Context: an optimization exercise on an open-source flow, tuned for small area, a short achievable clock period and few clock cycles per item. The choices shown serve that exercise and are no tape-out recipe.
Where RTL was checked, it was by simulation tests only, not by an equivalence proof against the original.
Only the layout flow was run in run 5; the RTL was not checked for function there.

==> flow/design.v <==
module add24(input [23:0] a, input [23:0] b, input ci, output [23:0] s);
  wire [23:0] p0 = a ^ b;
  wire [23:0] g0 = a & b;
  wire G0 = g0[0] | (p0[0] & ci);
  wire P0 = 1'b0;
  wire G1 = g0[2] | (p0[2] & g0[1]);
  wire P1 = p0[2] & p0[1];
  wire G2 = g0[4] | (p0[4] & g0[3]);
  wire P2 = p0[4] & p0[3];
  wire G3 = g0[6] | (p0[6] & g0[5]);
  wire P3 = p0[6] & p0[5];
  wire G4 = g0[8] | (p0[8] & g0[7]);
  wire P4 = p0[8] & p0[7];
  wire G5 = g0[10] | (p0[10] & g0[9]);
  wire P5 = p0[10] & p0[9];
  wire G6 = g0[12] | (p0[12] & g0[11]);
  wire P6 = p0[12] & p0[11];
  wire G7 = g0[14] | (p0[14] & g0[13]);
  wire P7 = p0[14] & p0[13];
  wire G8 = g0[16] | (p0[16] & g0[15]);
  wire P8 = p0[16] & p0[15];
  wire G9 = g0[18] | (p0[18] & g0[17]);
  wire P9 = p0[18] & p0[17];
  wire G10 = g0[20] | (p0[20] & g0[19]);
  wire P10 = p0[20] & p0[19];
  wire G11 = g0[22] | (p0[22] & g0[21]);
  wire P11 = p0[22] & p0[21];
  wire G12 = g0[1] | (p0[1] & G0);
  wire P12 = p0[1] & P0;
  wire G13 = G1 | (P1 & G0);
  wire P13 = P1 & P0;
  wire G14 = g0[5] | (p0[5] & G2);
  wire P14 = p0[5] & P2;
  wire G15 = G3 | (P3 & G2);
  wire P15 = P3 & P2;
  wire G16 = g0[9] | (p0[9] & G4);
  wire P16 = p0[9] & P4;
  wire G17 = G5 | (P5 & G4);
  wire P17 = P5 & P4;
  wire G18 = g0[13] | (p0[13] & G6);
  wire P18 = p0[13] & P6;
  wire G19 = G7 | (P7 & G6);
  wire P19 = P7 & P6;
  wire G20 = g0[17] | (p0[17] & G8);
  wire P20 = p0[17] & P8;
  wire G21 = G9 | (P9 & G8);
  wire P21 = P9 & P8;
  wire G22 = g0[21] | (p0[21] & G10);
  wire P22 = p0[21] & P10;
  wire G23 = G11 | (P11 & G10);
  wire P23 = P11 & P10;
  wire G24 = g0[3] | (p0[3] & G13);
  wire P24 = p0[3] & P13;
  wire G25 = G2 | (P2 & G13);
  wire P25 = P2 & P13;
  wire G26 = G14 | (P14 & G13);
  wire P26 = P14 & P13;
  wire G27 = G15 | (P15 & G13);
  wire P27 = P15 & P13;
  wire G28 = g0[11] | (p0[11] & G17);
  wire P28 = p0[11] & P17;
  wire G29 = G6 | (P6 & G17);
  wire P29 = P6 & P17;
  wire G30 = G18 | (P18 & G17);
  wire P30 = P18 & P17;
  wire G31 = G19 | (P19 & G17);
  wire P31 = P19 & P17;
  wire G32 = g0[19] | (p0[19] & G21);
  wire P32 = p0[19] & P21;
  wire G33 = G10 | (P10 & G21);
  wire P33 = P10 & P21;
  wire G34 = G22 | (P22 & G21);
  wire P34 = P22 & P21;
  wire G35 = G23 | (P23 & G21);
  wire P35 = P23 & P21;
  wire G36 = g0[7] | (p0[7] & G27);
  wire P36 = p0[7] & P27;
  wire G37 = G4 | (P4 & G27);
  wire P37 = P4 & P27;
  wire G38 = G16 | (P16 & G27);
  wire P38 = P16 & P27;
  wire G39 = G17 | (P17 & G27);
  wire P39 = P17 & P27;
  wire G40 = G28 | (P28 & G27);
  wire P40 = P28 & P27;
  wire G41 = G29 | (P29 & G27);
  wire P41 = P29 & P27;
  wire G42 = G30 | (P30 & G27);
  wire P42 = P30 & P27;
  wire G43 = G31 | (P31 & G27);
  wire P43 = P31 & P27;
  wire G44 = g0[23] | (p0[23] & G35);
  wire P44 = p0[23] & P35;
  wire G45 = g0[15] | (p0[15] & G43);
  wire P45 = p0[15] & P43;
  wire G46 = G8 | (P8 & G43);
  wire P46 = P8 & P43;
  wire G47 = G20 | (P20 & G43);
  wire P47 = P20 & P43;
  wire G48 = G21 | (P21 & G43);
  wire P48 = P21 & P43;
  wire G49 = G32 | (P32 & G43);
  wire P49 = P32 & P43;
  wire G50 = G33 | (P33 & G43);
  wire P50 = P33 & P43;
  wire G51 = G34 | (P34 & G43);
  wire P51 = P34 & P43;
  wire G52 = G35 | (P35 & G43);
  wire P52 = P35 & P43;
  wire G53 = G44 | (P44 & G43);
  wire P53 = P44 & P43;
  assign s[0] = p0[0] ^ ci;
  assign s[1] = p0[1] ^ G0;
  assign s[2] = p0[2] ^ G12;
  assign s[3] = p0[3] ^ G13;
  assign s[4] = p0[4] ^ G24;
  assign s[5] = p0[5] ^ G25;
  assign s[6] = p0[6] ^ G26;
  assign s[7] = p0[7] ^ G27;
  assign s[8] = p0[8] ^ G36;
  assign s[9] = p0[9] ^ G37;
  assign s[10] = p0[10] ^ G38;
  assign s[11] = p0[11] ^ G39;
  assign s[12] = p0[12] ^ G40;
  assign s[13] = p0[13] ^ G41;
  assign s[14] = p0[14] ^ G42;
  assign s[15] = p0[15] ^ G43;
  assign s[16] = p0[16] ^ G45;
  assign s[17] = p0[17] ^ G46;
  assign s[18] = p0[18] ^ G47;
  assign s[19] = p0[19] ^ G48;
  assign s[20] = p0[20] ^ G49;
  assign s[21] = p0[21] ^ G50;
  assign s[22] = p0[22] ^ G51;
  assign s[23] = p0[23] ^ G52;
endmodule
module mulk_csa(input [23:0] v, output [23:0] s, output [23:0] c);
  wire ns = ~v[23];
  wire t1 = v[1] ^ v[4];
  wire t2 = v[1] & v[4];
  wire t3 = v[2] ^ v[5] ^ v[6];
  wire t4 = (v[2] & v[5]) | (v[2] & v[6]) | (v[5] & v[6]);
  wire t5 = v[8] ^ v[9];
  wire t6 = v[8] & v[9];
  wire t7 = v[3] ^ v[6] ^ v[7];
  wire t8 = (v[3] & v[6]) | (v[3] & v[7]) | (v[6] & v[7]);
  wire t9 = v[4] ^ v[7];
  wire t10 = v[4] & v[7];
  wire t11 = t1 ^ v[5] ^ v[7];
  wire t12 = (t1 & v[5]) | (t1 & v[7]) | (v[5] & v[7]);
  wire t13 = v[8] ^ v[10] ^ v[11];
  wire t14 = (v[8] & v[10]) | (v[8] & v[11]) | (v[10] & v[11]);
  wire t15 = t3 ^ t5 ^ v[11];
  wire t16 = (t3 & t5) | (t3 & v[11]) | (t5 & v[11]);
  wire t17 = v[12] ^ v[13] ^ v[15];
  wire t18 = (v[12] & v[13]) | (v[12] & v[15]) | (v[13] & v[15]);
  wire t19 = v[18] ^ v[19] ^ v[20];
  wire t20 = (v[18] & v[19]) | (v[18] & v[20]) | (v[19] & v[20]);
  wire t21 = t7 ^ v[9] ^ v[10];
  wire t22 = (t7 & v[9]) | (t7 & v[10]) | (v[9] & v[10]);
  wire t23 = v[12] ^ v[13] ^ v[14];
  wire t24 = (v[12] & v[13]) | (v[12] & v[14]) | (v[13] & v[14]);
  wire t25 = v[16] ^ v[19] ^ v[20];
  wire t26 = (v[16] & v[19]) | (v[16] & v[20]) | (v[19] & v[20]);
  wire t27 = v[21] ^ ns;
  wire t28 = v[21] & ns;
  wire t29 = t9 ^ v[8] ^ v[10];
  wire t30 = (t9 & v[8]) | (t9 & v[10]) | (v[8] & v[10]);
  wire t31 = v[11] ^ v[13] ^ v[14];
  wire t32 = (v[11] & v[13]) | (v[11] & v[14]) | (v[13] & v[14]);
  wire t33 = v[15] ^ v[17] ^ v[20];
  wire t34 = (v[15] & v[17]) | (v[15] & v[20]) | (v[17] & v[20]);
  wire t35 = v[21] ^ v[22] ^ 1'b1;
  wire t36 = (v[21] & v[22]) | (v[21] & 1'b1) | (v[22] & 1'b1);
  wire t37 = v[5] ^ v[8] ^ v[9];
  wire t38 = (v[5] & v[8]) | (v[5] & v[9]) | (v[8] & v[9]);
  wire t39 = v[11] ^ v[12] ^ v[14];
  wire t40 = (v[11] & v[12]) | (v[11] & v[14]) | (v[12] & v[14]);
  wire t41 = v[15] ^ v[16] ^ v[18];
  wire t42 = (v[15] & v[16]) | (v[15] & v[18]) | (v[16] & v[18]);
  wire t43 = v[21] ^ v[22] ^ ns;
  wire t44 = (v[21] & v[22]) | (v[21] & ns) | (v[22] & ns);
  wire t45 = v[6] ^ v[9] ^ v[10];
  wire t46 = (v[6] & v[9]) | (v[6] & v[10]) | (v[9] & v[10]);
  wire t47 = v[12] ^ v[13] ^ v[15];
  wire t48 = (v[12] & v[13]) | (v[12] & v[15]) | (v[13] & v[15]);
  wire t49 = v[16] ^ v[17] ^ v[19];
  wire t50 = (v[16] & v[17]) | (v[16] & v[19]) | (v[17] & v[19]);
  wire t51 = v[7] ^ v[10] ^ v[11];
  wire t52 = (v[7] & v[10]) | (v[7] & v[11]) | (v[10] & v[11]);
  wire t53 = v[13] ^ v[14] ^ v[16];
  wire t54 = (v[13] & v[14]) | (v[13] & v[16]) | (v[14] & v[16]);
  wire t55 = v[8] ^ v[11] ^ v[12];
  wire t56 = (v[8] & v[11]) | (v[8] & v[12]) | (v[11] & v[12]);
  wire t57 = v[14] ^ v[15];
  wire t58 = v[14] & v[15];
  wire t59 = v[9] ^ v[12] ^ v[13];
  wire t60 = (v[9] & v[12]) | (v[9] & v[13]) | (v[12] & v[13]);
  wire t61 = v[15] ^ v[16];
  wire t62 = v[15] & v[16];
  wire t63 = v[10] ^ v[13] ^ v[14];
  wire t64 = (v[10] & v[13]) | (v[10] & v[14]) | (v[13] & v[14]);
  wire t65 = v[11] ^ v[14];
  wire t66 = v[11] & v[14];
  wire t67 = t11 ^ t13 ^ v[12];
  wire t68 = (t11 & t13) | (t11 & v[12]) | (t13 & v[12]);
  wire t69 = v[14] ^ v[17];
  wire t70 = v[14] & v[17];
  wire t71 = t15 ^ t17 ^ t19;
  wire t72 = (t15 & t17) | (t15 & t19) | (t17 & t19);
  wire t73 = v[22] ^ ns ^ ns;
  wire t74 = (v[22] & ns) | (v[22] & ns) | (ns & ns);
  wire t75 = t2 ^ t12;
  wire t76 = t2 & t12;
  wire t77 = t21 ^ t23 ^ t25;
  wire t78 = (t21 & t23) | (t21 & t25) | (t23 & t25);
  wire t79 = t27 ^ t4 ^ t6;
  wire t80 = (t27 & t4) | (t27 & t6) | (t4 & t6);
  wire t81 = t16 ^ t18 ^ t20;
  wire t82 = (t16 & t18) | (t16 & t20) | (t18 & t20);
  wire t83 = t29 ^ t31 ^ t33;
  wire t84 = (t29 & t31) | (t29 & t33) | (t31 & t33);
  wire t85 = t35 ^ t8 ^ t22;
  wire t86 = (t35 & t8) | (t35 & t22) | (t8 & t22);
  wire t87 = t24 ^ t26 ^ t28;
  wire t88 = (t24 & t26) | (t24 & t28) | (t26 & t28);
  wire t89 = t37 ^ t39 ^ t41;
  wire t90 = (t37 & t39) | (t37 & t41) | (t39 & t41);
  wire t91 = t43 ^ t10 ^ t30;
  wire t92 = (t43 & t10) | (t43 & t30) | (t10 & t30);
  wire t93 = t32 ^ t34 ^ t36;
  wire t94 = (t32 & t34) | (t32 & t36) | (t34 & t36);
  wire t95 = t45 ^ t47 ^ t49;
  wire t96 = (t45 & t47) | (t45 & t49) | (t47 & t49);
  wire t97 = v[22] ^ ns ^ t38;
  wire t98 = (v[22] & ns) | (v[22] & t38) | (ns & t38);
  wire t99 = t40 ^ t42 ^ t44;
  wire t100 = (t40 & t42) | (t40 & t44) | (t42 & t44);
  wire t101 = t51 ^ t53 ^ v[17];
  wire t102 = (t51 & t53) | (t51 & v[17]) | (t53 & v[17]);
  wire t103 = v[18] ^ v[20] ^ ns;
  wire t104 = (v[18] & v[20]) | (v[18] & ns) | (v[20] & ns);
  wire t105 = t46 ^ t48 ^ t50;
  wire t106 = (t46 & t48) | (t46 & t50) | (t48 & t50);
  wire t107 = t55 ^ t57 ^ v[17];
  wire t108 = (t55 & t57) | (t55 & v[17]) | (t57 & v[17]);
  wire t109 = v[18] ^ v[19] ^ v[21];
  wire t110 = (v[18] & v[19]) | (v[18] & v[21]) | (v[19] & v[21]);
  wire t111 = 1'b1 ^ t52 ^ t54;
  wire t112 = (1'b1 & t52) | (1'b1 & t54) | (t52 & t54);
  wire t113 = t59 ^ t61 ^ v[18];
  wire t114 = (t59 & t61) | (t59 & v[18]) | (t61 & v[18]);
  wire t115 = v[19] ^ v[20] ^ v[22];
  wire t116 = (v[19] & v[20]) | (v[19] & v[22]) | (v[20] & v[22]);
  wire t117 = 1'b1 ^ t56 ^ t58;
  wire t118 = (1'b1 & t56) | (1'b1 & t58) | (t56 & t58);
  wire t119 = t63 ^ v[16] ^ v[17];
  wire t120 = (t63 & v[16]) | (t63 & v[17]) | (v[16] & v[17]);
  wire t121 = v[19] ^ v[20] ^ v[21];
  wire t122 = (v[19] & v[20]) | (v[19] & v[21]) | (v[20] & v[21]);
  wire t123 = ns ^ t60 ^ t62;
  wire t124 = (ns & t60) | (ns & t62) | (t60 & t62);
  wire t125 = t65 ^ v[15] ^ v[17];
  wire t126 = (t65 & v[15]) | (t65 & v[17]) | (v[15] & v[17]);
  wire t127 = v[18] ^ v[20] ^ v[21];
  wire t128 = (v[18] & v[20]) | (v[18] & v[21]) | (v[20] & v[21]);
  wire t129 = v[22] ^ 1'b1 ^ t64;
  wire t130 = (v[22] & 1'b1) | (v[22] & t64) | (1'b1 & t64);
  wire t131 = v[12] ^ v[15] ^ v[16];
  wire t132 = (v[12] & v[15]) | (v[12] & v[16]) | (v[15] & v[16]);
  wire t133 = v[18] ^ v[19] ^ v[21];
  wire t134 = (v[18] & v[19]) | (v[18] & v[21]) | (v[19] & v[21]);
  wire t135 = v[22] ^ ns ^ t66;
  wire t136 = (v[22] & ns) | (v[22] & t66) | (ns & t66);
  wire t137 = v[13] ^ v[16] ^ v[17];
  wire t138 = (v[13] & v[16]) | (v[13] & v[17]) | (v[16] & v[17]);
  wire t139 = v[19] ^ v[20] ^ v[22];
  wire t140 = (v[19] & v[20]) | (v[19] & v[22]) | (v[20] & v[22]);
  wire t141 = v[14] ^ v[17] ^ v[18];
  wire t142 = (v[14] & v[17]) | (v[14] & v[18]) | (v[17] & v[18]);
  wire t143 = v[15] ^ v[18];
  wire t144 = v[15] & v[18];
  wire t145 = t67 ^ t69 ^ v[18];
  wire t146 = (t67 & t69) | (t67 & v[18]) | (t69 & v[18]);
  wire t147 = t71 ^ t73 ^ t75;
  wire t148 = (t71 & t73) | (t71 & t75) | (t73 & t75);
  wire t149 = t14 ^ t68;
  wire t150 = t14 & t68;
  wire t151 = t77 ^ t79 ^ t81;
  wire t152 = (t77 & t79) | (t77 & t81) | (t79 & t81);
  wire t153 = t72 ^ t74 ^ t76;
  wire t154 = (t72 & t74) | (t72 & t76) | (t74 & t76);
  wire t155 = t83 ^ t85 ^ t87;
  wire t156 = (t83 & t85) | (t83 & t87) | (t85 & t87);
  wire t157 = t78 ^ t80 ^ t82;
  wire t158 = (t78 & t80) | (t78 & t82) | (t80 & t82);
  wire t159 = t89 ^ t91 ^ t93;
  wire t160 = (t89 & t91) | (t89 & t93) | (t91 & t93);
  wire t161 = t84 ^ t86 ^ t88;
  wire t162 = (t84 & t86) | (t84 & t88) | (t86 & t88);
  wire t163 = t95 ^ t97 ^ t99;
  wire t164 = (t95 & t97) | (t95 & t99) | (t97 & t99);
  wire t165 = t90 ^ t92 ^ t94;
  wire t166 = (t90 & t92) | (t90 & t94) | (t92 & t94);
  wire t167 = t101 ^ t103 ^ t105;
  wire t168 = (t101 & t103) | (t101 & t105) | (t103 & t105);
  wire t169 = t96 ^ t98 ^ t100;
  wire t170 = (t96 & t98) | (t96 & t100) | (t98 & t100);
  wire t171 = t107 ^ t109 ^ t111;
  wire t172 = (t107 & t109) | (t107 & t111) | (t109 & t111);
  wire t173 = t102 ^ t104 ^ t106;
  wire t174 = (t102 & t104) | (t102 & t106) | (t104 & t106);
  wire t175 = t113 ^ t115 ^ t117;
  wire t176 = (t113 & t115) | (t113 & t117) | (t115 & t117);
  wire t177 = t108 ^ t110 ^ t112;
  wire t178 = (t108 & t110) | (t108 & t112) | (t110 & t112);
  wire t179 = t119 ^ t121 ^ t123;
  wire t180 = (t119 & t121) | (t119 & t123) | (t121 & t123);
  wire t181 = t114 ^ t116 ^ t118;
  wire t182 = (t114 & t116) | (t114 & t118) | (t116 & t118);
  wire t183 = t125 ^ t127 ^ t129;
  wire t184 = (t125 & t127) | (t125 & t129) | (t127 & t129);
  wire t185 = t120 ^ t122 ^ t124;
  wire t186 = (t120 & t122) | (t120 & t124) | (t122 & t124);
  wire t187 = t131 ^ t133 ^ t135;
  wire t188 = (t131 & t133) | (t131 & t135) | (t133 & t135);
  wire t189 = t126 ^ t128 ^ t130;
  wire t190 = (t126 & t128) | (t126 & t130) | (t128 & t130);
  wire t191 = t137 ^ t139 ^ ns;
  wire t192 = (t137 & t139) | (t137 & ns) | (t139 & ns);
  wire t193 = t132 ^ t134 ^ t136;
  wire t194 = (t132 & t134) | (t132 & t136) | (t134 & t136);
  wire t195 = t141 ^ v[20] ^ v[21];
  wire t196 = (t141 & v[20]) | (t141 & v[21]) | (v[20] & v[21]);
  wire t197 = ns ^ t138 ^ t140;
  wire t198 = (ns & t138) | (ns & t140) | (t138 & t140);
  wire t199 = t143 ^ v[19] ^ v[21];
  wire t200 = (t143 & v[19]) | (t143 & v[21]) | (v[19] & v[21]);
  wire t201 = v[22] ^ 1'b1 ^ t142;
  wire t202 = (v[22] & 1'b1) | (v[22] & t142) | (1'b1 & t142);
  wire t203 = v[16] ^ v[19] ^ v[20];
  wire t204 = (v[16] & v[19]) | (v[16] & v[20]) | (v[19] & v[20]);
  wire t205 = v[22] ^ ns ^ t144;
  wire t206 = (v[22] & ns) | (v[22] & t144) | (ns & t144);
  wire t207 = v[17] ^ v[20] ^ v[21];
  wire t208 = (v[17] & v[20]) | (v[17] & v[21]) | (v[20] & v[21]);
  wire t209 = v[18] ^ v[21];
  wire t210 = v[18] & v[21];
  wire t211 = t145 ^ v[19];
  wire t212 = t145 & v[19];
  wire t213 = t147 ^ t149 ^ t70;
  wire t214 = (t147 & t149) | (t147 & t70) | (t149 & t70);
  wire t215 = t151 ^ t153 ^ t148;
  wire t216 = (t151 & t153) | (t151 & t148) | (t153 & t148);
  wire t217 = t155 ^ t157 ^ t152;
  wire t218 = (t155 & t157) | (t155 & t152) | (t157 & t152);
  wire t219 = t159 ^ t161 ^ t156;
  wire t220 = (t159 & t161) | (t159 & t156) | (t161 & t156);
  wire t221 = t163 ^ t165 ^ t160;
  wire t222 = (t163 & t165) | (t163 & t160) | (t165 & t160);
  wire t223 = t167 ^ t169 ^ t164;
  wire t224 = (t167 & t169) | (t167 & t164) | (t169 & t164);
  wire t225 = t171 ^ t173 ^ t168;
  wire t226 = (t171 & t173) | (t171 & t168) | (t173 & t168);
  wire t227 = t175 ^ t177 ^ t172;
  wire t228 = (t175 & t177) | (t175 & t172) | (t177 & t172);
  wire t229 = t179 ^ t181 ^ t176;
  wire t230 = (t179 & t181) | (t179 & t176) | (t181 & t176);
  wire t231 = t183 ^ t185 ^ t180;
  wire t232 = (t183 & t185) | (t183 & t180) | (t185 & t180);
  wire t233 = t187 ^ t189 ^ t184;
  wire t234 = (t187 & t189) | (t187 & t184) | (t189 & t184);
  wire t235 = t191 ^ t193 ^ t188;
  wire t236 = (t191 & t193) | (t191 & t188) | (t193 & t188);
  wire t237 = t195 ^ t197 ^ t192;
  wire t238 = (t195 & t197) | (t195 & t192) | (t197 & t192);
  wire t239 = t199 ^ t201 ^ t196;
  wire t240 = (t199 & t201) | (t199 & t196) | (t201 & t196);
  wire t241 = t203 ^ t205 ^ t200;
  wire t242 = (t203 & t205) | (t203 & t200) | (t205 & t200);
  wire t243 = t207 ^ ns ^ t204;
  wire t244 = (t207 & ns) | (t207 & t204) | (ns & t204);
  wire t245 = t209 ^ v[22] ^ 1'b1;
  wire t246 = (t209 & v[22]) | (t209 & 1'b1) | (v[22] & 1'b1);
  wire t247 = v[19] ^ v[22] ^ ns;
  wire t248 = (v[19] & v[22]) | (v[19] & ns) | (v[22] & ns);
  wire t249 = t211 ^ v[21];
  wire t250 = t211 & v[21];
  wire t251 = t213 ^ t146 ^ t212;
  wire t252 = (t213 & t146) | (t213 & t212) | (t146 & t212);
  wire t253 = t215 ^ t150 ^ t214;
  wire t254 = (t215 & t150) | (t215 & t214) | (t150 & t214);
  wire t255 = t217 ^ t154 ^ t216;
  wire t256 = (t217 & t154) | (t217 & t216) | (t154 & t216);
  wire t257 = t219 ^ t158 ^ t218;
  wire t258 = (t219 & t158) | (t219 & t218) | (t158 & t218);
  wire t259 = t221 ^ t162 ^ t220;
  wire t260 = (t221 & t162) | (t221 & t220) | (t162 & t220);
  wire t261 = t223 ^ t166 ^ t222;
  wire t262 = (t223 & t166) | (t223 & t222) | (t166 & t222);
  wire t263 = t225 ^ t170 ^ t224;
  wire t264 = (t225 & t170) | (t225 & t224) | (t170 & t224);
  wire t265 = t227 ^ t174 ^ t226;
  wire t266 = (t227 & t174) | (t227 & t226) | (t174 & t226);
  wire t267 = t229 ^ t178 ^ t228;
  wire t268 = (t229 & t178) | (t229 & t228) | (t178 & t228);
  wire t269 = t231 ^ t182 ^ t230;
  wire t270 = (t231 & t182) | (t231 & t230) | (t182 & t230);
  wire t271 = t233 ^ t186 ^ t232;
  wire t272 = (t233 & t186) | (t233 & t232) | (t186 & t232);
  wire t273 = t235 ^ t190 ^ t234;
  wire t274 = (t235 & t190) | (t235 & t234) | (t190 & t234);
  wire t275 = t237 ^ t194 ^ t236;
  wire t276 = (t237 & t194) | (t237 & t236) | (t194 & t236);
  wire t277 = t239 ^ t198 ^ t238;
  wire t278 = (t239 & t198) | (t239 & t238) | (t198 & t238);
  wire t279 = t241 ^ t202 ^ t240;
  wire t280 = (t241 & t202) | (t241 & t240) | (t202 & t240);
  wire t281 = t243 ^ t206 ^ t242;
  wire t282 = (t243 & t206) | (t243 & t242) | (t206 & t242);
  wire t283 = t245 ^ t208 ^ t244;
  wire t284 = (t245 & t208) | (t245 & t244) | (t208 & t244);
  wire t285 = t247 ^ t210 ^ t246;
  wire t286 = (t247 & t210) | (t247 & t246) | (t210 & t246);
  wire t287 = v[20] ^ ns ^ t248;
  wire t288 = (v[20] & ns) | (v[20] & t248) | (ns & t248);
  wire t289 = v[21] ^ 1'b1;
  wire t290 = v[21] & 1'b1;
  wire t291 = v[22] ^ 1'b1;
  wire t292 = v[22] & 1'b1;
  wire [23:0] r0 = {1'b1, ns, t291, t289, t287, t285, t283, t281, t279, t277, t275, t273, t271, t269, t267, t265, t263, t261, t259, t257, t255, t253, t251, t249};
  wire [23:0] r1 = {1'b0, t292, t290, t288, t286, t284, t282, t280, t278, t276, t274, t272, t270, t268, t266, t264, t262, t260, t258, t256, t254, t252, t250, v[22]};
  assign s = r0;
  assign c = r1;
endmodule
module givens8_cordic
(
	input						clk,
	input						rst_n,
	input						start,
	input		[2:0]			index,
	input		[383:0]		data_in,
	output	[383:0]		data_out,
	output					done
);
	localparam [3:0] K_LAST = 4'd4;	 
	reg		[383:0]		r;			 
	reg		[7:0]			ysn;		 
	reg		[2:0]			idx [0:3];	 
	reg						done_r;
	reg		[3:0]			ka  [0:3];	 
	reg		[3:0]			busy;		 
	reg		[3:0]			pre;		 
	reg		[3:0]			rot;		 
	reg		[3:0]			scl;		 
	assign done = done_r;
	assign data_out = r;
	genvar i;
	wire [7:0] ymsb = ~ysn;
	wire [383:0] lane;
	generate for (i = 0; i < 8; i = i + 1) begin : g_lane
		wire [2:0] pi = idx[i/2];
		wire sgn = ymsb[pi];
		wire [3:0] kya = ka[i/2];
		wire signed [23:0] xv = r[24*i +: 24];
		wire signed [23:0] yv = r[192 + 24*i +: 24];
		wire [23:0] ax = pre[i/2] ? 24'd0 : xv;
		wire [23:0] ay = pre[i/2] ? 24'd0 : yv;
		wire [23:0] ysh = yv >>> kya;
		wire [23:0] xsh = xv >>> kya;
		add24 u_ax (.a(ax), .b(ysh ^ {24{sgn}}),  .ci(sgn),  .s(lane[24*i +: 24]));
		add24 u_ay (.a(ay), .b(xsh ^ {24{~sgn}}), .ci(~sgn), .s(lane[192 + 24*i +: 24]));
	end endgenerate
	wire [383:0] ring;
	generate for (i = 0; i < 4; i = i + 1) begin : g_ring
		wire [23:0] e0 = r[24*(2*i)       +: 24];
		wire [23:0] e1 = r[192 + 24*(2*i) +: 24];
		wire [23:0] e2 = r[24*(2*i+1)     +: 24];
		wire [23:0] e3 = r[192 + 24*(2*i+1) +: 24];
		wire [23:0] ps, pc;
		reg  [23:0] qs, qc;
		mulk_csa u_csa (.v(e3), .s(ps), .c(pc));
		always @(posedge clk) begin
			qs <= ps;
			qc <= pc;
		end
		add24 u_cpa (.a(qs), .b(qc), .ci(1'b0), .s(ring[24*(2*i) +: 24]));
		assign ring[192 + 24*(2*i) +: 24] = e0;
		assign ring[24*(2*i+1)     +: 24] = e1;
		assign ring[192 + 24*(2*i+1) +: 24] = e2;
	end endgenerate
	generate for (i = 0; i < 8; i = i + 1) begin : g_pair
		wire [23:0] xd = rot[i/2] ? lane[24*i +: 24] :
		                 scl[i/2] ? ring[24*i +: 24] : data_in[24*i +: 24];
		wire [23:0] yd = rot[i/2] ? lane[192 + 24*i +: 24] :
		                 scl[i/2] ? ring[192 + 24*i +: 24] : data_in[192 + 24*i +: 24];
		always @(posedge clk) begin
			if (busy[i/2] | start) begin
				r[24*i +: 24]       <= xd;
				r[192 + 24*i +: 24] <= yd;
				ysn[i]              <= ~yd[23];
			end
		end
	end endgenerate
	generate for (i = 0; i < 4; i = i + 1) begin : g_seq
		wire go = start & ~busy[i];
		always @(posedge clk or negedge rst_n) begin
			if (!rst_n) begin
				busy[i] <= 1'b0;
				pre[i]  <= 1'b0;
				rot[i]  <= 1'b0;
				scl[i]  <= 1'b0;
				ka[i]   <= 4'd0;
				idx[i]  <= 3'd0;
			end
			else if (go) begin
				busy[i] <= 1'b1;
				pre[i]  <= 1'b1;
				rot[i]  <= 1'b1;
				scl[i]  <= 1'b0;
				ka[i]   <= 4'd0;
				idx[i]  <= index;
			end
			else if (busy[i]) begin
				pre[i] <= 1'b0;
				if (!pre[i]) begin
					ka[i] <= ka[i] + 4'd1;
				end
				if (rot[i] && !pre[i] && ka[i] == 4'd15) begin
					rot[i] <= 1'b0;
					scl[i] <= 1'b1;
				end
				if (scl[i] && ka[i] == K_LAST) begin
					busy[i] <= 1'b0;
					scl[i]  <= 1'b0;
				end
			end
		end
	end endgenerate
	always @(posedge clk or negedge rst_n) begin
		if (!rst_n)
			done_r <= 1'b0;
		else if (start & ~busy[0])
			done_r <= 1'b0;
		else if (scl[0] && ka[0] == K_LAST)
			done_r <= 1'b1;
	end
endmodule
==> flow/flow/run.sh <==
#!/bin/bash
# Standard synthesis (standard.sh synth, unchanged) and the standard ORFS
# layout, with changes only to the cells the layout steps may insert:
# - port buffers are buf_2 (buffer_ports -buffer_cell) instead of the
#   default delay buffer;
# - each layout step marks the delay buffers clkdlybuf4s* don't-use, so the
#   resizer's buffers are ordinary buffers.
set -euo pipefail
bash standard.sh synth > synth.log 2>&1
export BUFFER_PORTS_ARGS="-buffer_cell sky130_fd_sc_hd__buf_2"
H="$PWD/flow/dont_use.tcl"
for step in FLOORPLAN GLOBAL_PLACE RESIZE DETAIL_PLACE REPAIR_TIMING_POST_PLACE CTS GLOBAL_ROUTE DETAIL_ROUTE; do
  export PRE_${step}_TCL="$H"
done
bash standard.sh finish > layout.log 2>&1
==> flow/flow/dont_use.tcl <==
# Sourced at the start of each layout step: keep the resizer from picking the
# slow delay buffers (clkdlybuf4s*) for the buffers it inserts.
set_dont_use [get_lib_cells sky130_fd_sc_hd__clkdlybuf4s*]
==> flow/standard.sh <==
#!/bin/bash
# synth_recipe.tcl (not shown) runs the flow's synth.tcl, then flattens the netlist and writes it again
# the make line also repeats each setting of config.mk as NAME=value (left out here)
make -C /OpenROAD-flow-scripts/flow DESIGN_CONFIG=/design/flow/config.mk WORK_HOME=/design/flow/orfs CLKGATE_MAP_FILE= SYNTH_SCRIPT=/design/flow/synth_recipe.tcl "${@:-finish}"
==> flow/config.mk <==
export PLATFORM = sky130hd
export DESIGN_NAME = givens8_cordic
export DESIGN_NICKNAME = givens8_cordic
export VERILOG_FILES = /design/flow/design.v
export SDC_FILE = /design/flow/constraint.sdc
export NUM_CORES = 4
export LEC_CHECK = 0
export CAP_MARGIN = 20
export CORE_MARGIN = 2
export CORE_UTILIZATION = 50
export CTS_BUF_LIST = sky130_fd_sc_hd__clkbuf_8 sky130_fd_sc_hd__clkbuf_16
export CTS_CLUSTER_DIAMETER = 100
export CTS_CLUSTER_SIZE = 20
export SLEW_MARGIN = 65
==> flow/constraint.sdc <==
create_clock -name core_clock -period 20.0 [get_ports {clk}]
set_input_delay 4.0000 -clock core_clock [delete_from_list [all_inputs] [get_ports {clk}]]
set_output_delay 4.0000 -clock core_clock [all_outputs]
set_load 0.01 [all_outputs]
==> results of run 1 <==
cell families after synthesis:
kind of cell	synth area share, %
and+or+nand+nor	12.2
AOI/OAI and AO/OA	13.7
buffers and inverters	6.06
adders and majority gates	23.0
muxes	15.7
xor gates and xnor gates	8.07
DFF	21.3
cell usage in the layout (no fill, tap or decap), types with 74 or more instances in the layout:
cell / n
buf_4: 106
nor2b_1: 438
inv_1: 733
mux2_2: 74
mux2i_1: 507
buf_2: 850
a21o_1: 180
xnor2_1: 400
a211oi_1: 119
fa_1: 556
a21oi_1: 528
xor2_1: 314
nand2_1: 816
ha_1: 536
nand3_1: 107
nor2_1: 355
o21ai_0: 618
dfxtp_1: 180
mux4_2: 265
edfxtp_1: 392
metrics by stage:
| stage | instances | setup WS, ps | hold WS [ps] |
|---|---|---|---|
| after floorplan | 8298 | 13200 | 468 |
| final | 11028 | 14030 | 509 |
| after global routing | 11024 | 13970 | 547 |
| after global placement | 10768 | 13490 | 483 |
| after detailed placement | 10914 | 14180 | 493 |
| after CTS | 11000 | 14000 | 518 |
cell usage after synthesis, drive strengths merged (10+ instances only):
cell type	instances
xnor2	400
or3	35
inv	747
fa	556
dfxtp	180
nor2b	439
and2	21
ha	536
a2111oi	12
edfxtp	392
mux2	76
a31oi	28
nor4	13
nor2	366
o31ai	30
and3	20
a21o	180
a21oi	531
o21a	40
nor3	44
o211ai	31
a211o	11
buf	184
o21bai	27
xor2	314
dfrtp	45
nand4	27
o21ai	649
nand3	107
nand2	817
nand2b	71
mux2i	534
mux4	266
clkbuf	284
or2	10
a211oi	140
o2111ai	11
worst min-delay path by stage:
stage                            to  slack, ps  depth (start not counted)
final                        done_r        510                          2
after global routing         done_r        550                          2
after CTS                    done_r        520                          2
after detailed placement     done_r        490                          2
after global placement       done_r        480                          2
after floorplan           idx[0][2]        470                          2
worst max-delay path: stages (launching register included):
cell,delay [ps]
edfxtp_1,490
buf_2,230
buf_2,240
buf_4,200
buf_2,140
cell type report:
cell class / count / area, µm² / share of cell area (%)
sequential: 617 / 16600 / 19.1
clock inverter: 32 / 314 / 0.361
tap: 2044 / 2560 / 2.94
clock buffer: 54 / 1320 / 1.51
inverter: 755 / 2920 / 3.35
multi-input combinational: 6458 / 56800 / 65.2
timing repair buffer: 1061 / 6570 / 7.55
antenna: 7 / 17.5 / 0.0201
sequential cells by signal, indices dropped and copies added, names as in the netlist:
signal,cells
busy,4
done_r,1
g_ring.qc,88
g_ring.qs,92
idx,12
ka,16
pre,4
r,384
rot,4
scl,4
ysn,8
layer usage:
metal  GRT usage, %  up-vias  wire length [µm]
met1           47.8    32840            117000
li1               -    30115                 -
met4           14.0       22             12900
met3           6.28      535             24400
met2           55.6     3032            129000
met5              0        -               125
==> flow_summary_export.csv, run 1 <==
group,metric,value,unit
sta,fmax,168,MHz
setup_path,startpoint,"r[231]",
cts,cts_buffers,46,
setup_path,critPathRequiredTime,16000,ps
routing,ant_nets,0,
cts,cts_resized,0,
routing,viasPerCell,6.03,
synth,synth_area_per_cell,9.34,µm²
synth,synth_area,77500,µm²
routing,drc,0,
cts,tritoncts,"done",
sta,finalHoldViolations,0,
global_route,grt_pass1_wl,419000,µm
setup_path,r2r-start,"ka[0][1]",
routing,routed_wl,284000,µm
synth,yosysSeqAreaShare,21.3,%
cts,cts_sinks,617,
sta,relSlewSlack,61.6,%
finish,final_nets,10421,
global_route,grtUsageTotal,35.2,%
routing,dr_total_vias,66544,
cts,cts-root-buf,"clkbuf_16",
sta,finalCritPeriodShare,29.8,%
die,initial_core_util,50.3,%
cts,cts_hold_buf,0,
routing,drtIter0Drc,6715,
global_route,grt_max_degree,94,
die,coreArea,154000,µm²
setup_path,cp_max_fo,5,
cts,clk_pin_slew,90,ps
synth,ys_top_cells_by_area,"edfxtp_1 15%, fa_1 14%, ha_1 8.6%",
finish,fillers,14079,
global_route,grt_antenna_before_repair,33,
setup_path,reg2reg_to,"ysn[0]",
place,numPortBuffers,774,
sta,tightest_slew,576,ps
die,dieHeight,398,µm
sta,setup_tns,0,ps
die,ios,775,
place,gp_congestion,0.992,
finish,final_area,87100,µm²
finish,final_core_util,56.5,%
status,status,"timing/DRC/antenna clean",
synth,yosys_warnings,3,
sta,skew,28.3,ps
cts,clock_latency,680,ps
worst_hold_path,hold_start,"done_r",
cts,htreeDepth,2,
synth,synth_nets,9780,
finish,area_growth,12.3,%
synth,synthArstFlopShare,7.29,%
die,dieArea,158000,µm²
setup_path,ff2ff_setup_slack,14360,ps
sta,finalSetupViolCount,0,
place,dp_hpwl,227000,µm
synth,ys_seq_elements,617,
sta,rsz0062_at_grt,"false",
setup_path,worstSetupEndpoint,"data_out[231]",
synth,synth_top_area_share,15.2,%
setup_path,path_class,"register to output pin",
synth,synth_area_leader_cell,"edfxtp_1",
die,rows,144,
worst_hold_path,hold_class,"register to register",
synth,synth-edff-count,392,
global_route,gr-total-overflow,0,
place,placed_cell_area,84900,µm²
finish,drive_above_1_share,18.2,%
routing,first_pass_iters,6,
setup_path,worstPathArrival,1970,ps
die,dieWidth,398,µm
cts,cts.path.max_buffers,3,
synth,yosys_most_used_dff,"edfxtp_1",
sta,fin_crit,5970,ps
sta,drv_slew,0,
cts,cts_setup_buffers,0,
routing,wl_per_cell,25.7,µm
setup_path,cp-end-kind,"output pin",
global_route,grt_pass1_vias,64960,
setup_path,rr_worst_depth,19,
setup_path,critPathLaunchType,"register",
synth,syn_inst,8298,
run,max_cap_viol_count,0,
synth,synth.distinct_cells,95,
Testbench counts, summed over its fixed seeds: cycles 73,608, items 3,200.
==> inputs of run 2 (changes only) <==
--- a/flow/config.mk
+++ b/flow/config.mk
@@ -7,7 +7,7 @@
 export LEC_CHECK = 0
 export CAP_MARGIN = 20
 export CORE_MARGIN = 2
-export CORE_UTILIZATION = 50
+export CORE_UTILIZATION = 48
 export CTS_BUF_LIST = sky130_fd_sc_hd__clkbuf_8 sky130_fd_sc_hd__clkbuf_16
 export CTS_CLUSTER_DIAMETER = 100
 export CTS_CLUSTER_SIZE = 20
==> run 2 against run 1 <==
  * Clock skew about the same
  * Flip-flop and latch count unchanged
  * Critical endpoint is now data_out[333]
==> flow_summary_export.csv, run 2 <==
group,metric,value,unit
status,status,"timing/DRC/antenna clean",
finish,final_nets,10416,
die,ios,775,
routing,viasPerCell,5.99,
sta,fmax,167,MHz
synth,synth_area_leader_cell,"edfxtp_1",
finish,fillers,14831,
setup_path,ff2ff_setup_slack,14240,ps
finish,largest_reg_flops,384,
global_route,grtUsageTotal,34.0,%
synth,synth_nets,9780,
sta,skew,28.2,ps
setup_path,critPathRequiredTime,16000,ps
place,gp_congestion,0.987,
synth,yosys_warnings,3,
cts,cts_resized,0,
die,coreArea,161000,µm²
setup_path,cp-end-kind,"output pin",
sta,fin_crit,5980,ps
global_route,grt_antenna_before_repair,34,
die,rows,147,
setup_path,cp_max_fo,8,
cts,tritoncts,"done",
cts,htreeDepth,2,
synth,syn_inst,8298,
finish,area_growth,12.5,%
worst_hold_path,hold_path_depth,2,
setup_path,critPathLaunchType,"register",
cts,cts_sinks,617,
cts,cts_hold_buf,0,
worst_hold_path,whs_endpoint,"done_r",
sta,finalHoldViolations,0,
synth,ys_top_cells_by_area,"edfxtp_1 15%, fa_1 14%, ha_1 8.6%",
cts,cts-root-buf,"clkbuf_16",
sta,tightest_slew,543,ps
cts,cts_setup_buffers,0,
setup_path,rr_worst_depth,19,
worst_hold_path,hold_class,"register to register",
synth,synth_area_per_cell,9.34,µm²
routing,wl_per_cell,25.6,µm
routing,drc,0,
cts,cts.path.max_buffers,3,
sta,relSlewSlack,62.8,%
synth,ys_seq_elements,617,
synth,synthArstFlopShare,7.29,%
synth,yosys_most_used_dff,"edfxtp_1",
worst_hold_path,hold_start,"done_r",
routing,first_pass_iters,5,
place,placed_cell_area,85100,µm²
cts,cts_buffers,47,
finish,layout_commonest_cell,"buf_2",
finish,stdcell_count,11144,
finish,final_area,87200,µm²
routing,dr_total_vias,66794,
sta,rsz0062_at_grt,"false",
finish,final_cell_mix,"842 x buf_2, 816 x nand2_1, 731 x inv_1",
cts,clock_latency,680,ps
sta,finalCritPeriodShare,29.9,%
routing,routed_wl,286000,µm
die,dieWidth,406,µm
setup_path,path_class,"register to output pin",
global_route,grt_max_degree,91,
synth,synth.distinct_cells,95,
die,dieHeight,406,µm
die,dieArea,165000,µm²
synth,ys_top_cells_by_count,"816 x nand2_1, 741 x inv_1, 630 x o21ai_0",
synth,yosysSeqAreaShare,21.3,%
finish,drive_above_1_share,18.2,%
place,numPortBuffers,774,
place,placedCellCount,11023,
place,dpl_worst_slack,14110,ps
setup_path,worstPathArrival,1980,ps
run,max_cap_viol_count,0,
routing,ant_nets,0,
global_route,grt_pass1_wl,420000,µm
cts,clk_pin_slew,90,ps
global_route,gr-total-overflow,0,
sta,setup_slack,14020,ps
die,initial_core_util,48.3,%
synth,synth_area,77500,µm²
setup_path,reg2reg_to,"ysn[0]",
finish,final_core_util,54.3,%
sta,setup_tns,0,ps
finish,reg_top3,"r (384), g_ring.qs (92), g_ring.qc (88)",
finish,largest-register,"r",
setup_path,r2r-start,"ka[0][1]",
place,dp_hpwl,228000,µm
sta,finalSetupViolCount,0,
routing,drtIter0Drc,6368,
synth,synth.most_common_cell,"nand2_1",
synth,synth_top_area_share,15.2,%
global_route,grt_pass1_vias,65091,
sta,drv_slew,0,
sta,hold_slack,513,ps
synth,synth-edff-count,392,
[run 2: cell counts after synthesis]
No cell type changed its count.
[run 2: worst max-delay path, cell delays in order (launching register included)]
cell      delay, ps
edfxtp_1        550
buf_4           240
buf_1           320
buf_2           200
[run 2: worst max path at each step]
stage                         from       endpoint  slack [ps]  cells past startpoint
after floorplan              start       ka[3][1]       13200                      5
after global placement       start         r[139]       13530                      4
after detailed placement     start         r[264]       14110                      4
after CTS                   r[287]  data_out[287]       13970                      3
after global routing      ka[3][0]         ysn[7]       13880                     21
final                       r[333]  data_out[333]       14020                      3
[run 2: cells by family after synthesis]
kind of cell / count (synthesis) / share of synthesized area (%)
fa+ha+maj: 1092 / 23.0
flops: 617 / 21.3
xor+xnor: 714 / 8.07
mux: 876 / 15.7
buf+inv: 1223 / 6.06
compound gates: 1780 / 13.7
simple gates: 1996 / 12.2
[run 2: layer usage]
metal  wire length, µm  up-vias  track usage, %
li1                  -    30127               -
met1            117000    33095            46.5
met2            130000     2988            53.9
met3             23900      560            4.87
met4             14500       24            14.6
met5               133        -               0
[run 2: final cells by class]
type | count | area [µm²] | share of cell area, %
antenna | 12 | 30.0 | 0.0344
clock buffer | 53 | 1290 | 1.48
clock inverter | 34 | 320 | 0.367
inverter | 755 | 2920 | 3.34
multi-input combinational | 6458 | 56800 | 65.1
sequential | 617 | 16600 | 19.0
tap | 2160 | 2700 | 3.10
timing repair buffer | 1055 | 6610 | 7.57
==> inputs of run 3 (changes only) <==
--- a/flow/config.mk
+++ b/flow/config.mk
@@ -7,7 +7,7 @@
 export LEC_CHECK = 0
 export CAP_MARGIN = 20
 export CORE_MARGIN = 2
-export CORE_UTILIZATION = 48
+export CORE_UTILIZATION = 40
 export CTS_BUF_LIST = sky130_fd_sc_hd__clkbuf_8 sky130_fd_sc_hd__clkbuf_16
 export CTS_CLUSTER_DIAMETER = 100
 export CTS_CLUSTER_SIZE = 20
==> run 3 against run 2 <==
  * Still clean
  * Non-clock buffer count grew 10
  * Utilization shrank 8.7 points
  * Wire length shrank 0.43%
  * Hold slack gained 43 ps
  * Cell area grew 0.70%
  * Flip-flop and latch count is the same
  * Critical path depth shrank 1
  * Die area grew 20%
  * Via count shrank 0.69%
  * Highest routed layer unchanged
==> flow_summary_export.csv, run 3 <==
group,metric,value,unit
synth,yosysSeqAreaShare,21.3,%
die,dieWidth,444,µm
finish,reg_top3,"r (384), g_ring.qs (92), g_ring.qc (88)",
die,dieHeight,444,µm
synth,synth.most_common_cell,"nand2_1",
die,initial_core_util,40.3,%
sta,setup_tns,0,ps
sta,fin_crit,5960,ps
setup_path,path_common_cell,"buf_2",
die,rows,161,
setup_path,path_class,"register to output pin",
sta,drv_slew,0,
setup_path,crit_slowest_cell,"edfxtp_1",
synth,synthArstFlopShare,7.29,%
setup_path,path_cells,"buf_2, buf_2",
finish,final_cell_mix,"849 x buf_2, 816 x nand2_1, 730 x inv_1",
sta,skew,44.7,ps
synth,syn_inst,8298,
finish,stdcell_count,11531,
setup_path,max_stage_delay,650,ps
setup_path,cp-end-kind,"output pin",
sta,hold_slack,555,ps
synth,ys_seq_elements,617,
finish,largest-register,"r",
cts,htreeDepth,2,
finish,layout_commonest_cell,"buf_2",
cts,cts-root-buf,"clkbuf_16",
die,coreArea,193000,µm²
die,ios,775,
place,dp_hpwl,226000,µm
finish,drive_above_1_share,18.3,%
routing,ant_nets,0,
status,status,"timing/DRC/antenna clean",
place,gp_congestion,0.962,
finish,final_area,87800,µm²
sta,fmax,168,MHz
synth,yosys_most_used_dff,"edfxtp_1",
routing,wl_per_cell,24.7,µm
global_route,gr-total-overflow,0,
setup_path,worstPathArrival,1960,ps
global_route,grt_max_degree,95,
routing,drtIter0Drc,6721,
worst_hold_path,hold_class,"register to register",
setup_path,critPathRequiredTime,16000,ps
cts,cts_hold_buf,0,
setup_path,critPathLaunchType,"register",
routing,dr_total_vias,66331,
cts,clock_latency,720,ps
synth,synth-edff-count,392,
synth,synth_area,77500,µm²
sta,relSlewSlack,62.4,%
place,numPortBuffers,774,
synth,yosys_warnings,3,
cts,cts_buffers,51,
synth,synth_area_leader_cell,"edfxtp_1",
synth,synth_top_area_share,15.2,%
sta,finalCritPeriodShare,29.8,%
sta,finalHoldViolations,0,
finish,largest_reg_flops,384,
die,dieArea,197000,µm²
sta,finalSetupViolCount,0,
cts,cts_resized,0,
cts,cts.path.max_buffers,3,
global_route,grt_antenna_before_repair,30,
cts,clk_pin_slew,90,ps
cts,cts_sinks,617,
sta,tightest_slew,564,ps
synth,ys_top_cells_by_area,"edfxtp_1 15%, fa_1 14%, ha_1 8.6%",
global_route,grtUsageTotal,28.0,%
synth,synth_nets,9780,
routing,first_pass_iters,6,
place,placed_cell_area,85500,µm²
routing,viasPerCell,5.75,
routing,drc,0,
cts,tritoncts,"done",
synth,ys_top_cells_by_count,"816 x nand2_1, 741 x inv_1, 630 x o21ai_0",
place,placedCellCount,11401,
synth,synth_area_per_cell,9.34,µm²
synth,synth.distinct_cells,95,
cts,cts_setup_buffers,0,
sta,rsz0062_at_grt,"false",
global_route,grt_pass1_vias,65383,
finish,area_growth,13.3,%
finish,final_nets,10430,
setup_path,cp_max_fo,8,
global_route,grt_pass1_wl,420000,µm
routing,routed_wl,285000,µm
run,max_cap_viol_count,0,
-- run 3: cell types whose count changed in the layout (fill, tap and decap cells not counted), moves of 4 or more --
cell       delta
inv_2         -5
a211oi_1      +7
buf_2         +7
clkinv_1      +6
clkinv_8      +4
buf_4        +11
a211oi_2      -8
buf_1         -4
clkbuf_16     +4
inv_6         +4
-- run 3: worst max-delay path: cells and delay by family (launching register included) --
kind     cells  cell delay (ps)
buf+inv      2              590
flops        1              650
-- run 3: path summary, 6_finish.rpt --
kind | startpoint | to | slack (ps) | depth (start not counted)
setup / recovery | r[378] | data_out[378] | 14040 | 2
setup reg to reg | ka[3][0] | ysn[7] | 14310 | 20
min in group asynchronous | rst_n | ka[0][1] | 3180 | 1
hold / removal | idx[1][1] | idx[1][1] | 560 | 2
hold reg to reg | idx[1][1] | idx[1][1] | 560 | 2
max in group asynchronous | rst_n | scl[0] | 16170 | 2
-- run 3: layer usage --
layer  vias to the layer above  track usage [%]  part of all wire [%]
met3                       560             4.19                   7.4
met4                         8             13.3                   5.3
met5                         -                0                 0.018
met2                      2782             44.5                    46
li1                      30154                -                     -
met1                     32827             37.6                    42
-- run 3: logic make-up (layout without fill, tap and decap cells) --
| family | after synthesis | count (layout) | synth area share [%] |
|---|---|---|---|
| compound gates | 1780 | 1780 | 13.7 |
| mux | 876 | 876 | 15.7 |
| fa+ha+maj | 1092 | 1092 | 23.0 |
| other cells | 0 | 15 | 0 |
| simple gates | 1996 | 1996 | 12.2 |
| buf+inv | 1223 | 1915 | 6.06 |
| xor+xnor | 714 | 714 | 8.07 |
| flops | 617 | 617 | 21.3 |
-- run 3: stage by stage --
step | worst slack [ps] | utilization (%)
4_1_cts | 13970 | 45.3
2_1_floorplan | 13200 | -
3_5_place_dp | 14170 | 44.4
6_report | 14040 | 45.6
5_1_grt | 13900 | 45.6
3_3_place_gp | 13390 | 43.3
-- run 3: final cells by class --
cell class,count,area [µm²]
Antenna cell,15,37.5
Clock buffer,55,1370
Clock inverter,40,392
Fill cell,18679,105000
Inverter,755,2910
Multi-Input combinational cell,6458,56700
Sequential cell,617,16600
Tap cell,2526,3160
Timing Repair Buffer,1065,6640
==> inputs of run 4 (changes only) <==
--- a/flow/config.mk
+++ b/flow/config.mk
@@ -7,7 +7,7 @@
 export LEC_CHECK = 0
 export CAP_MARGIN = 20
 export CORE_MARGIN = 2
-export CORE_UTILIZATION = 40
+export CORE_UTILIZATION = 45
 export CTS_BUF_LIST = sky130_fd_sc_hd__clkbuf_8 sky130_fd_sc_hd__clkbuf_16
 export CTS_CLUSTER_DIAMETER = 100
 export CTS_CLUSTER_SIZE = 20
==> run 4 against run 3 <==
  * Clock skew is 0.75 ps higher
  * Die area decreased by 11%
  * Critical path depth grew 1
  * Flip-flop and latch count is the same
  * Maximum frequency increased by 1.5%
  * Global-route usage increased by 3.0 points
  * Synthesized cell count unchanged
==> flow_summary_export.csv, run 4 <==
group,metric,value,unit
status,status,"timing/DRC/antenna clean",
routing,wl_per_cell,24.7,µm
routing,dr_total_vias,66173,
setup_path,critPathLaunchType,"register",
finish,final_cell_mix,"843 x buf_2, 816 x nand2_1, 731 x inv_1",
place,dp_hpwl,221000,µm
sta,relSlewSlack,62.5,%
place,numPortBuffers,774,
cts,tritoncts,"done",
finish,fillers,16059,
sta,tightest_slew,547,ps
synth,synth_nets,9780,
finish,reg_top3,"r (384), g_ring.qs (92), g_ring.qc (88)",
synth,yosysSeqAreaShare,21.3,%
cts,htreeDepth,2,
synth,ys_top_cells_by_count,"816 x nand2_1, 741 x inv_1, 630 x o21ai_0",
synth,synthArstFlopShare,7.29,%
synth,synth_top_area_share,15.2,%
routing,viasPerCell,5.86,
sta,skew,45.5,ps
routing,routed_wl,278000,µm
die,dieArea,176000,µm²
sta,fmax,170,MHz
cts,cts_sinks,617,
cts,clock_latency,750,ps
cts,cts.path.max_buffers,3,
die,rows,152,
run,max_cap_viol_count,0,
synth,synth_area_per_cell,9.34,µm²
finish,area_growth,12.7,%
synth,ys_top_cells_by_area,"edfxtp_1 15%, fa_1 14%, ha_1 8.6%",
place,placedCellCount,11170,
finish,layout_commonest_cell,"buf_2",
sta,finalCritPeriodShare,29.3,%
sta,rsz0062_at_grt,"false",
finish,largest-register,"r",
sta,finalHoldViolations,0,
cts,cts-root-buf,"clkbuf_16",
global_route,grt_antenna_before_repair,19,
cts,clk_pin_slew,100,ps
synth,syn_inst,8298,
setup_path,path_cells,"buf_2, buf_4, buf_2",
synth,synth.distinct_cells,95,
cts,cts_hold_buf,0,
routing,ant_nets,0,
die,initial_core_util,45.2,%
die,ios,775,
cts,cts_setup_buffers,0,
setup_path,path_common_cell,"buf_2",
finish,largest_reg_flops,384,
place,gp_congestion,0.970,
setup_path,critPathRequiredTime,16000,ps
global_route,grtUsageTotal,31.0,%
worst_hold_path,hold_class,"register to register",
sta,setup_tns,0,ps
synth,yosys_warnings,3,
global_route,grt_pass1_vias,64434,
setup_path,path_buf_inv,3,
die,dieWidth,419,µm
synth,synth-edff-count,392,
routing,drc,0,
global_route,grt_max_degree,89,
sta,drv_slew,0,
setup_path,max_stage_delay,510,ps
die,coreArea,171000,µm²
global_route,gr-total-overflow,0,
setup_path,cp-end-kind,"output pin",
global_route,grt_pass1_wl,411000,µm
setup_path,crit_family,"buffers and inverters",
finish,stdcell_count,11293,
finish,drive_above_1_share,18.1,%
synth,yosys_most_used_dff,"edfxtp_1",
setup_path,crit_slowest_cell,"edfxtp_1",
routing,first_pass_iters,6,
cts,cts_buffers,48,
sta,fin_crit,5870,ps
synth,synth_area_leader_cell,"edfxtp_1",
setup_path,path_class,"register to output pin",
synth,synth_area,77500,µm²
finish,final_nets,10411,
setup_path,worstPathArrival,1870,ps
cts,cts_resized,0,
setup_path,cp_max_fo,5,
routing,drtIter0Drc,6504,
die,dieHeight,419,µm
synth,synth.most_common_cell,"nand2_1",
synth,ys_seq_elements,617,
sta,finalSetupViolCount,0,
run 4: cell counts after synthesis:
No cell type changed its count.
run 4: through the flow:
stage | hold slack (ps) | setup slack (ps) | util, % | area (µm²)
6_report | 557 | 14130 | 51.0 | 87400
5_1_grt | 586 | 13980 | 51.0 | 87400
4_1_cts | 550 | 14110 | 50.7 | 86900
3_5_place_dp | 527 | 14220 | 49.7 | 85100
3_3_place_gp | 515 | 13390 | 48.5 | 83100
2_1_floorplan | 468 | 13200 | - | 77500
run 4: worst min-delay path: cells and delay by family, from the launching register on:
kind	cells	cell delay (ps)
AND/OR/NAND/NOR	2	120
flip-flops	1	400
run 4: layer usage:
layer  wire length (µm)  vias up  part of all wire (%)  global-route usage (%)
met4              13500        4                   4.8                    13.6
met5                 24        -                0.0086                       0
met3              20700      494                   7.4                    3.99
met1             117000    32642                    42                    42.5
li1                   -    30110                     -                       -
met2             127000     2923                    46                    49.1
run 4: cells by family after synthesis:
group	count (synthesis)	share of synthesized area, %
AND/OR/NAND/NOR	1996	12.2
XOR/XNOR	714	8.07
buffers and inverters	1223	6.06
flip-flops	617	21.3
multiplexers	876	15.7
adder cells (fa/ha/maj)	1092	23.0
AO/OA/AOI/OAI	1780	13.7
run 4: final timing paths:
check	end	from	depth (start not counted)	slack [ps]
min reg2reg	idx[3][1]	idx[3][1]	2	560
max reg2reg	r[47]	ysn[6]	18	14290
max in group asynchronous	ka[2][2]	rst_n	2	16140
min	idx[3][1]	idx[3][1]	2	560
min in group asynchronous	scl[0]	rst_n	1	3190
max	data_out[377]	r[377]	3	14130
run 4: cell type report:
cell class | count | area [µm²] | share of cell area, %
inverter | 755 | 2900 | 3.31
tap | 2310 | 2890 | 3.31
clock buffer | 57 | 1400 | 1.61
multi-input combinational | 6458 | 56700 | 64.9
sequential | 617 | 16600 | 19.0
clock inverter | 33 | 350 | 0.401
antenna | 14 | 35.0 | 0.0401
timing repair buffer | 1049 | 6490 | 7.43
==> inputs of run 5 (changes only) <==
--- a/flow/design.v
+++ b/flow/design.v
@@ -478,13 +478,16 @@
 		wire [23:0] e2 = r[24*(2*i+1)     +: 24];
 		wire [23:0] e3 = r[192 + 24*(2*i+1) +: 24];
 		wire [23:0] ps, pc;
-		reg  [23:0] qs, qc;
 		mulk_csa u_csa (.v(e3), .s(ps), .c(pc));
+		wire [12:0] lo = {1'b0, ps[11:0]} + {1'b0, pc[11:0]};
+		reg  [12:0] ql;		 
+		reg  [11:0] qs, qc;	 
 		always @(posedge clk) begin
-			qs <= ps;
-			qc <= pc;
+			ql <= lo;
+			qs <= ps[23:12];
+			qc <= pc[23:12];
 		end
-		add24 u_cpa (.a(qs), .b(qc), .ci(1'b0), .s(ring[24*(2*i) +: 24]));
+		assign ring[24*(2*i) +: 24] = {qs + qc + {11'd0, ql[12]}, ql[11:0]};
 		assign ring[192 + 24*(2*i) +: 24] = e0;
 		assign ring[24*(2*i+1)     +: 24] = e1;
 		assign ring[192 + 24*(2*i+1) +: 24] = e2;
--- a/flow/config.mk
+++ b/flow/config.mk
@@ -7,7 +7,7 @@
 export LEC_CHECK = 0
 export CAP_MARGIN = 20
 export CORE_MARGIN = 2
-export CORE_UTILIZATION = 45
+export CORE_UTILIZATION = 40
 export CTS_BUF_LIST = sky130_fd_sc_hd__clkbuf_8 sky130_fd_sc_hd__clkbuf_16
 export CTS_CLUSTER_DIAMETER = 100
 export CTS_CLUSTER_SIZE = 20
==> run 5 against run 4 <==
  * Via count is 0.64% higher
  * Final cell count is 3.2% higher
  * Register-to-register slack worse by 350 ps
  * Still clean
  * Synthesized cell count is 1.8% higher
  * Largest cell class unchanged
  * Hold slack worse by 47 ps
  * Highest routed layer unchanged
  * First-iteration DRC count is 1.7% higher
  * Clock skew is 3.1 ps lower
  * Critical endpoint is now g_ring[3].ql[12]
  * Maximum frequency is 3.2% lower
==> flow_summary_export.csv, run 5 <==
group,metric,value,unit
status,status,"timing/DRC/antenna clean",
finish,stdcell_count,11655,
cts,tritoncts,"done",
setup_path,cp-end-kind,"register",
synth,yosys_warnings,3,
synth,ys_seq_elements,577,
setup_path,path_class,"register to register",
synth,yosysSeqAreaShare,20.4,%
synth,synthArstFlopShare,7.80,%
global_route,grt_pass1_wl,428000,µm
setup_path,worstPathArrival,6670,ps
sta,finalSetupViolCount,0,
die,dieHeight,443,µm
cts,clk_pin_slew,90,ps
cts,cts_hold_buf,0,
synth,synth.distinct_cells,76,
setup_path,cp_max_fo,4,
sta,drv_slew,0,
die,rows,161,
die,coreArea,192000,µm²
synth,ys_top_cells_by_area,"edfxtp_1 15%, fa_1 14%, ha_1 8.6%",
sta,fin_crit,6060,ps
finish,final_core_util,45.5,%
synth,ys_top_cells_by_count,"905 x inv_1, 764 x nand2_1, 649 x o21ai_0",
cts,cts_sinks,577,
cts,cts_setup_buffers,0,
die,dieWidth,443,µm
place,dpl_worst_slack,14000,ps
cts,cts.path.max_buffers,3,
sta,hold_slack,510,ps
sta,rsz0062_at_grt,"false",
synth,syn_inst,8450,
finish,area_growth,13.3,%
routing,drtIter0Drc,6612,
finish,drive_above_1_share,17.6,%
synth,synth-edff-count,392,
cts,htreeDepth,2,
finish,largest-register,"r",
synth,synth_area_leader_cell,"edfxtp_1",
setup_path,critPathRequiredTime,20610,ps
global_route,grt_max_degree,99,
sta,skew,42.4,ps
synth,muxShareOfSynthArea,15.2,%
place,placedCellCount,11531,
finish,final_cell_mix,"893 x inv_1, 844 x buf_2, 764 x nand2_1",
synth,synth.most_common_cell,"inv_1",
global_route,gr-total-overflow,0,
synth,synthXorXnorAreaFrac,8.40,%
die,initial_core_util,40.1,%
cts,cts-root-buf,"clkbuf_16",
sta,setup_tns,0,ps
die,ios,775,
routing,drc,0,
worst_hold_path,hold_class,"register to register",
synth,synth_area_per_cell,9.12,µm²
place,numPortBuffers,774,
routing,routed_wl,287000,µm
global_route,grt_antenna_before_repair,21,
synth,synth_top_family_by_area,"adder cells",
routing,viasPerCell,5.71,
worst_hold_path,hold_path_depth,2,
finish,fillers,18649,
finish,largest_reg_flops,384,
setup_path,critPathLaunchType,"register",
routing,wl_per_cell,24.6,µm
finish,reg_top3,"r (384), g_ring.ql (52)",
cts,cts_buffers,50,
die,dieArea,196000,µm²
sta,fmax,165,MHz
sta,finalHoldViolations,0,
synth,synth_top_area_share,15.3,%
finish,layout_commonest_cell,"inv_1",
place,placed_cell_area,85000,µm²
global_route,grt_pass1_vias,65522,
sta,tightest_slew,556,ps
synth,yosys_most_used_dff,"edfxtp_1",
sta,finalCritPeriodShare,30.3,%
synth,synth-compound-area-share,13.9,%
sta,relSlewSlack,61.9,%
place,dp_hpwl,229000,µm
place,gp_congestion,0.978,
cts,clock_latency,730,ps
finish,final_area,87300,µm²
synth,synth_area,77000,µm²
routing,first_pass_iters,6,
sta,setup_slack,13940,ps
setup_path,rr_worst_depth,21,
synth,yosys.area_share.simple,12.2,%
synth,synthAdderAreaFrac,23.0,%
cts,cts_resized,0,
synth,synth_nets,9924,
run,max_cap_viol_count,0,
finish,final_nets,10548,
routing,ant_nets,0,
routing,dr_total_vias,66598,
global_route,grtUsageTotal,28.7,%
[run 5: cell count changes after synthesis, sizes merged, moves of 32 or more]
cell and delta:
nand2b +49, inv +161, xor2 -101, a21o -32
mux2i -34, o21bai +51, dfxtp -40, a21oi +51
nand2 -53, buf -39, clkbuf +53, xnor2 +126
[run 5: kinds of logic after synthesis]
logic type | count (synthesis)
mux | 842
compound gates | 1827
buf+inv | 1397
fa+ha+maj | 1084
xor+xnor | 739
flops | 577
simple gates | 1984
[run 5: path summary, 6_finish.rpt]
path	startpoint	endpoint	slack, ps
setup / recovery	r[362]	g_ring[3].ql[12]	13940
hold / removal	done_r	done_r	510
setup reg to reg	r[362]	g_ring[3].ql[12]	13940
hold reg to reg	done_r	done_r	510
max in group asynchronous	rst_n	ka[2][2]	16000
min in group asynchronous	rst_n	ka[2][3]	3160
[run 5: area by class of cell]
| class | count | area [µm²] | area share, % |
|---|---|---|---|
| Clock buffer | 56 | 1380 | 1.58 |
| Multi-Input combinational cell | 6476 | 56500 | 64.7 |
| Inverter | 915 | 3510 | 4.02 |
| Sequential cell | 577 | 15800 | 18.1 |
| Clock inverter | 38 | 458 | 0.525 |
| Antenna cell | 13 | 32.5 | 0.0373 |
| Tap cell | 2526 | 3160 | 3.62 |
| Timing Repair Buffer | 1054 | 6480 | 7.42 |
[run 5: worst max-delay path: stages (launching register included)]
cell and delay [ps]:
edfxtp_1 510, buf_4 230, fa_1 500, fa_1 490, inv_1 50, fa_1 530, fa_1 450, fa_1 500
inv_1 50, fa_1 490, fa_1 450, a21o_1 180, a21oi_1 220, o21bai_1 90, a21oi_1 230, o21bai_1 100
a21oi_1 240, o21bai_1 110, a21oi_1 230, nor2b_1 70, o21ai_0 150, nand2b_1 70
[run 5: metal layers]
metal	track usage [%]	routed length, µm	up-vias
met4	13.1	14700	6
met2	43.9	127000	3060
met1	40.3	121000	32749
met5	0	32	-
li1	-	-	30302
met3	3.93	23700	481

[afterwards: timing with drivers on the ports]
Ports are ideal in the flow. The routed layouts listed here were re-timed in OpenROAD.
Step 1 sets driving cells, clkbuf_16 on the clock port and buf_2 on the other inputs (assumed; they add their load-dependent delay and slew).
Step 2 moves the port delays by t, midway between the first and last clock arrival at a register: inputs arrive t later, outputs are due t later. That takes back most of the time a late clock gives input paths.
a / b / c = ideal ports / drivers / drivers and shift; a / b = the first two.
run | t (ns) | slack for setup (ns) | worst setup path after step 2 | slew at the worst register clock pin (ns) | worst data-port slew with drivers (ns)
run 1 | 0.758 | 14.030 / 13.940 / 14.155 | input to register | 0.10 / 0.10 | 0.22
run 2 | 0.755 | 14.020 / 13.933 / 14.174 | input to register | 0.10 / 0.10 | 0.24
run 3 | 0.776 | 14.043 / 13.967 / 14.004 | input to register | 0.10 / 0.10 | 0.26
run 4 | 0.794 | 14.132 / 14.058 / 14.135 | input to register | 0.10 / 0.10 | 0.25
run 5 | 0.800 | 13.941 / 13.941 / 13.941 | register to register | 0.10 / 0.10 | 0.15
After both steps setup and hold are still met in every run listed. For run 3, which loses most, drivers alone change the setup slack by -0.076 ns; drivers and shift together by -0.039 ns.
